Background: an optimization exercise with open tools, aiming at small area. Do not read the settings as production practice.
Only simulation tests tie the RTL to the original design; equivalence was not proved.
Power and IR drop assume default switching activity.

==> flow/design.v <==
`timescale 1 ns / 1 ps
module irig_read_2 (clk, ce, state, en, irig_data, cal, hrd_rst, ind, write, dir, start, rst_reg, cont, in_frame, terminate, issue, aux_out);
output [3:0] aux_out;
output [4:0] state;
output write;
output [3:0] dir;
output start;
output rst_reg;
output cont;
output in_frame;
output terminate;
output issue;
input clk;
input ce;
input en;
input [2:0] irig_data;
input cal;
input hrd_rst;
input [7:0] ind;
localparam S  = 5'd0,  A  = 5'd1,  B  = 5'd2,  AA = 5'd3,  C  = 5'd4,  CS = 5'd5,  DC = 5'd6,  DZ = 5'd7,
           E  = 5'd8,  EX = 5'd9,  F  = 5'd10, Y  = 5'd11, G  = 5'd12, H  = 5'd13, I  = 5'd14, J  = 5'd15,
           K  = 5'd16, L1 = 5'd17, L  = 5'd18, M  = 5'd19, N  = 5'd20, O  = 5'd21, P  = 5'd22, Q  = 5'd23,
           QU = 5'd24, R  = 5'd25, SS = 5'd26, T  = 5'd27, U  = 5'd28, V  = 5'd29, X  = 5'd30, Z  = 5'd31;
reg [3:0] dir_dic;
always @(*) begin
	case (ind)
		8'd1, 8'd2, 8'd3, 8'd4:			dir_dic = 4'b0000;
		8'd6, 8'd7, 8'd8:			dir_dic = 4'b0001;
		8'd9, 8'd19, 8'd29, 8'd39, 8'd49:	dir_dic = 4'b1100;
		8'd10, 8'd11, 8'd12, 8'd13:		dir_dic = 4'b0010;
		8'd15, 8'd16, 8'd17:			dir_dic = 4'b0011;
		8'd20, 8'd21, 8'd22, 8'd23:		dir_dic = 4'b0100;
		8'd24:					dir_dic = 4'b0111;
		8'd25, 8'd26:				dir_dic = 4'b0101;
		8'd30, 8'd31, 8'd32, 8'd33:		dir_dic = 4'b0110;
		8'd35, 8'd36, 8'd37, 8'd38:		dir_dic = 4'b0111;
		8'd40, 8'd41:				dir_dic = 4'b1000;
		default:				dir_dic = 4'b1111;
	endcase
end
reg [4:0] st, nx;
reg [1:0] cnt;       
reg [3:0] aux;
reg start_r, write_r, term_r;
always @(posedge clk, posedge hrd_rst)
	if (hrd_rst) st <= S;
	else st <= nx;
always @(*) begin
	case (st)
		S:      nx = A;
		A:      nx = B;
		B:      nx = cal ? C : B;
		C, CS:  nx = DC;
		DC, DZ: nx = E;
		E, EX:  nx = en ? F : E;
		F:      nx = Y;
		Y:      nx = G;
		G:      nx = H;
		H:      nx = (irig_data == 3'b111) ? I : Z;
		I:      nx = J;
		J:      nx = cnt[1] ? K : X;
		K:      nx = L1;
		L1, L:  nx = en ? M : L;
		M:      nx = (ind == 8'd100) ? N : AA;
		N:      nx = (cnt == 2'd3) ? O : N;
		O:      nx = B;
		AA:     nx = P;
		P:      nx = (aux[3] & aux[2]) ? (aux[0] ? Q : R) : T;
		Q, QU:  nx = L1;
		R:      nx = (irig_data == 3'b111) ? Q : SS;
		SS:     nx = CS;
		T:      nx = (irig_data == 3'b011) ? U : (irig_data == 3'b001) ? V : SS;
		U, V:   nx = QU;
		X:      nx = EX;
		default: nx = DZ;  
	endcase
end
always @(posedge clk, posedge hrd_rst)
	if (hrd_rst) begin
		start_r <= 1'b0;
		write_r <= 1'b0;
		term_r <= 1'b0;
		aux <= 4'b1111;
	end else begin
		case (st)
			K: start_r <= 1'b1;
			S, C, CS: start_r <= 1'b0;
			default: ;
		endcase
		case (st)
			U: write_r <= 1'b1;
			S, V: write_r <= 1'b0;
			default: ;
		endcase
		term_r <= (st == O);
		if (st == AA) aux <= dir_dic;
	end
always @(posedge clk)
	if (st == DC || st == DZ || st == M) cnt <= 2'd0;
	else cnt <= cnt + {1'b0, (st == I || st == N)};
assign start = start_r;
assign write = write_r;
assign terminate = term_r;
assign rst_reg = (st == A) | (st == DC);
assign issue = (st == CS) | (st == DZ);
assign cont = (st == EX);
assign in_frame = (st == L1);
assign dir = (st == QU) ? aux : 4'b1111;
assign aux_out = aux;
assign state = st;
endmodule
`timescale 1 ns / 1 ps
module parse_inputs (clk, ce, hard_rst, rst, gpio, cal, in_frame, terminate, cont, en_ind, rst_ind, data_ready, en_cbh, rst_cbh, state_out, reg_wait);
output en_ind;
output rst_ind;
output data_ready;
output en_cbh;
output rst_cbh;
output [3:0] state_out;
input clk;
input ce;
input hard_rst;
input rst;
input gpio;
input cal;
input in_frame;
input terminate;
input cont;
input [15:0] reg_wait;
localparam START = 4'd0, A = 4'd1, B = 4'd2, C = 4'd3, D = 4'd4, E1 = 4'd5, E2 = 4'd6, F = 4'd7,
           G1 = 4'd8, G = 4'd9, H = 4'd10, I = 4'd11, J = 4'd12, K = 4'd13, L = 4'd14, M = 4'd15;
reg [3:0] st, nx;
reg [15:0] aux, counter;
reg rst_ind_r, rst_cbh_r;
always @(posedge clk, posedge hard_rst)
	if (hard_rst) st <= START;
	else st <= nx;
always @(*) begin
	case (st)
		START: nx = A;
		A: nx = B;
		B: nx = cal ? C : B;
		C: nx = H;
		H: nx = D;
		D: nx = gpio ? E1 : D;
		E1, E2: nx = gpio ? E2 : M;
		M: nx = (aux < counter) ? F : C;
		F: nx = G1;
		G1, G: nx = terminate ? A : rst ? K : in_frame ? I : cont ? C : G;
		I: nx = J;
		J: nx = C;
		K: nx = L;
		default: nx = C;  
	endcase
end
always @(posedge clk, posedge hard_rst)
	if (hard_rst) begin
		rst_ind_r <= 1'b0;
		rst_cbh_r <= 1'b0;
	end else begin
		case (st)
			START, A, K: rst_ind_r <= 1'b1;
			B, L: rst_ind_r <= 1'b0;
			default: ;
		endcase
		case (st)
			START, C: rst_cbh_r <= 1'b1;
			H: rst_cbh_r <= 1'b0;
			default: ;
		endcase
	end
always @(posedge clk) begin
	if (st == START) aux <= reg_wait;
	if (st == E1 || st == E2) counter <= counter + 16'd1;
	else counter <= 16'd0;
end
assign data_ready = (st == G1);
assign en_ind = (st == J);
assign en_cbh = (st == E2) | (st == M);
assign rst_ind = rst_ind_r;
assign rst_cbh = rst_cbh_r;
assign state_out = st;
endmodule
`timescale 1 ns / 1 ps
module fsm_frac_sec (clk, ce, hard_rst, gpio, new_count, waiting, threshold, state);
output new_count;
output [2:0] state;
input clk;
input ce;
input hard_rst;
input gpio;
input [15:0] threshold;
input [15:0] waiting;
localparam S0 = 3'd0, ST = 3'd1, A = 3'd2, B = 3'd3, C = 3'd4, D = 3'd5, E = 3'd6, F = 3'd7;
reg [2:0] st, nx;
reg [15:0] aux, aux_wait, counter;
reg nc;
always @(posedge clk, posedge hard_rst)
	if (hard_rst) st <= S0;
	else st <= nx;
always @(*) begin
	case (st)
		S0, ST: nx = A;
		A: nx = gpio ? B : A;
		B: nx = gt ? C : (~gpio ? ST : B);
		C: nx = D;
		D: nx = gt ? E : D;
		E: nx = ~gpio ? F : E;
		default: nx = A;  
	endcase
end
always @(posedge clk, posedge hard_rst)
	if (hard_rst) nc <= 1'b0;
	else nc <= (st == C);
wire gt = counter > ((st == D) ? aux_wait : aux);
always @(posedge clk)
	if (st == S0 || st == C || st == F) counter <= 16'd0;
	else counter <= counter + {15'd0, (st == B || st == D)};
always @(posedge clk)
	if (st == S0 || st == ST) begin
		aux <= threshold;
		aux_wait <= waiting;
	end
assign new_count = nc;
assign state = st;
endmodule
`timescale 1 ns / 1 ps
module irig_ctrl (
    input         clk,
    input         rst,
    input         ir_en,
    input         ir_cal,
    input  [2:0]  ir_irig_data,
    input  [7:0]  ir_ind,
    output        ir_write,
    output [3:0]  ir_dir,
    output        ir_start,
    output        ir_rst_reg,
    output        ir_cont,
    output        ir_in_frame,
    output        ir_terminate,
    output        ir_issue,
    output [3:0]  ir_aux_out,
    input         pi_rst,
    input         pi_gpio,
    input         pi_cal,
    input         pi_in_frame,
    input         pi_terminate,
    input         pi_cont,
    input  [15:0] pi_reg_wait,
    output        pi_en_ind,
    output        pi_rst_ind,
    output        pi_data_ready,
    output        pi_en_cbh,
    output        pi_rst_cbh,
    input         fs_gpio,
    input  [15:0] fs_threshold,
    input  [15:0] fs_waiting,
    output        fs_new_count
);
    wire [4:0] ir_state;
    wire [3:0] pi_state;
    wire [2:0] fs_state;
    irig_read_2 u_irig (
        .clk(clk), .ce(1'b1), .state(ir_state), .en(ir_en),
        .irig_data(ir_irig_data), .cal(ir_cal), .hrd_rst(rst), .ind(ir_ind),
        .write(ir_write), .dir(ir_dir), .start(ir_start), .rst_reg(ir_rst_reg),
        .cont(ir_cont), .in_frame(ir_in_frame), .terminate(ir_terminate),
        .issue(ir_issue), .aux_out(ir_aux_out)
    );
    parse_inputs u_parse (
        .clk(clk), .ce(1'b1), .hard_rst(rst), .rst(pi_rst), .gpio(pi_gpio),
        .cal(pi_cal), .in_frame(pi_in_frame), .terminate(pi_terminate),
        .cont(pi_cont), .en_ind(pi_en_ind), .rst_ind(pi_rst_ind),
        .data_ready(pi_data_ready), .en_cbh(pi_en_cbh), .rst_cbh(pi_rst_cbh),
        .state_out(pi_state), .reg_wait(pi_reg_wait)
    );
    fsm_frac_sec u_frac (
        .clk(clk), .ce(1'b1), .hard_rst(rst), .gpio(fs_gpio),
        .new_count(fs_new_count), .waiting(fs_waiting),
        .threshold(fs_threshold), .state(fs_state)
    );
endmodule
==> flow/config.mk <==
export PLATFORM = sky130hd
export DESIGN_NAME = irig_ctrl
export DESIGN_NICKNAME = irig_ctrl
export VERILOG_FILES = /design/flow/design.v
export SDC_FILE = /design/flow/constraint.sdc
export NUM_CORES = 4
export LEC_CHECK = 0
export CAP_MARGIN = 20
export CORE_MARGIN = 2
export CORE_UTILIZATION = 40
export SLEW_MARGIN = 20
==> flow/constraint.sdc <==
create_clock -name core_clock -period 5.0 [get_ports {clk}]
set_input_delay 1.0000 -clock core_clock [delete_from_list [all_inputs] [get_ports {clk}]]
set_output_delay 1.0000 -clock core_clock [all_outputs]
set_load 0.01 [all_outputs]
standard.sh (not shown) runs the stock make flow with config.mk's settings and CLKGATE_MAP_FILE= SYNTH_SCRIPT=/design/flow/synth_recipe.tcl, a recipe that flattens the netlist after the stock synthesis.
==> flow/flow/run.sh <==
#!/bin/bash
# Own layout flow: the standard ORFS flow with
#  - synthesis mapped by an area-oriented ABC script and without the
#    half/full-adder extraction (registers are mapped as in the standard
#    synthesis, so they keep their names and cells),
#  - the smallest buffer on each port,
#  - a clock tree of small clock buffers without dummy loads.
# Each step's full output goes to its own log file in the work folder.
set -euo pipefail
W=$(pwd)
F=$W/flow
export FLOW_ABC_SCRIPT=$F/area.abc
CTS='-sink_clustering_enable -repair_clock_nets -dont_use_dummy_load -buf_list {sky130_fd_sc_hd__clkbuf_4 sky130_fd_sc_hd__clkbuf_8}'
bash standard.sh SYNTH_SCRIPT=$F/synth.tcl ADDER_MAP_FILE= synth > $W/log_synth.txt 2>&1
bash standard.sh SYNTH_SCRIPT=$F/synth.tcl ADDER_MAP_FILE= \
  "BUFFER_PORTS_ARGS=-buffer_cell sky130_fd_sc_hd__buf_1" \
  "CTS_ARGS=$CTS" \
  finish > $W/log_layout.txt 2>&1
==> flow/flow/area.abc <==
strash
&get -n
&deepsyn -J 300
&put
dch -f
amap
==> flow/flow/synth.tcl <==
proc synth {args} { yosys synth -nofsm -noshare {*}$args }
proc abc {args} {
  set i [lsearch -exact $args -script]
  if { $i >= 0 } {
    set args [lreplace $args $i [expr { $i + 1 }] -script $::env(FLOW_ABC_SCRIPT)]
  }
  yosys abc {*}$args
}
source $::env(SCRIPTS_DIR)/synth.tcl
# left out here: clear keep_hierarchy, flatten, clean up, hide names made inside functions, write 1_2_yosys.v
The baseline went through all stages and came out clean.
==> next run, changes <==
==> flow/flow/area.abc (replaced) <==
strash
&get -n
&deepsyn -T 40
&put
dch -f
amap
Result: Clock-buffer cell count does not change. Wire length climbs by 1.3%. Power climbs by 8.1%. Combinational power climbs by 16%. Via count drops by 0.50%. Design area climbs by 1.9%.

-- separate check: timing with driven ports --
No port has a modelled driver above. Below, the same layouts with a new extraction and two added sets of constraints.
Step 1, drivers: a clkbuf_16 drives clk and a buf_2 each remaining input, both assumed.
Step 2, shift: input delay + t, output delay - t, t = (earliest + latest rising clock arrival at the registers) / 2. This alone moves slack from input paths to output paths.
Slacks: no drivers / after step 1 / after step 2; pairs: no drivers / after step 1.
run	t (ns)	setup WS [ns]	worst slew at a driven data input, ns	cell pins on the clock port's net
the first run	0.380	1.218 / 1.218 / 1.218	0.03	1
the second run	0.385	0.918 / 0.918 / 0.918	0.04	1
After both steps every run listed still meets setup and hold.
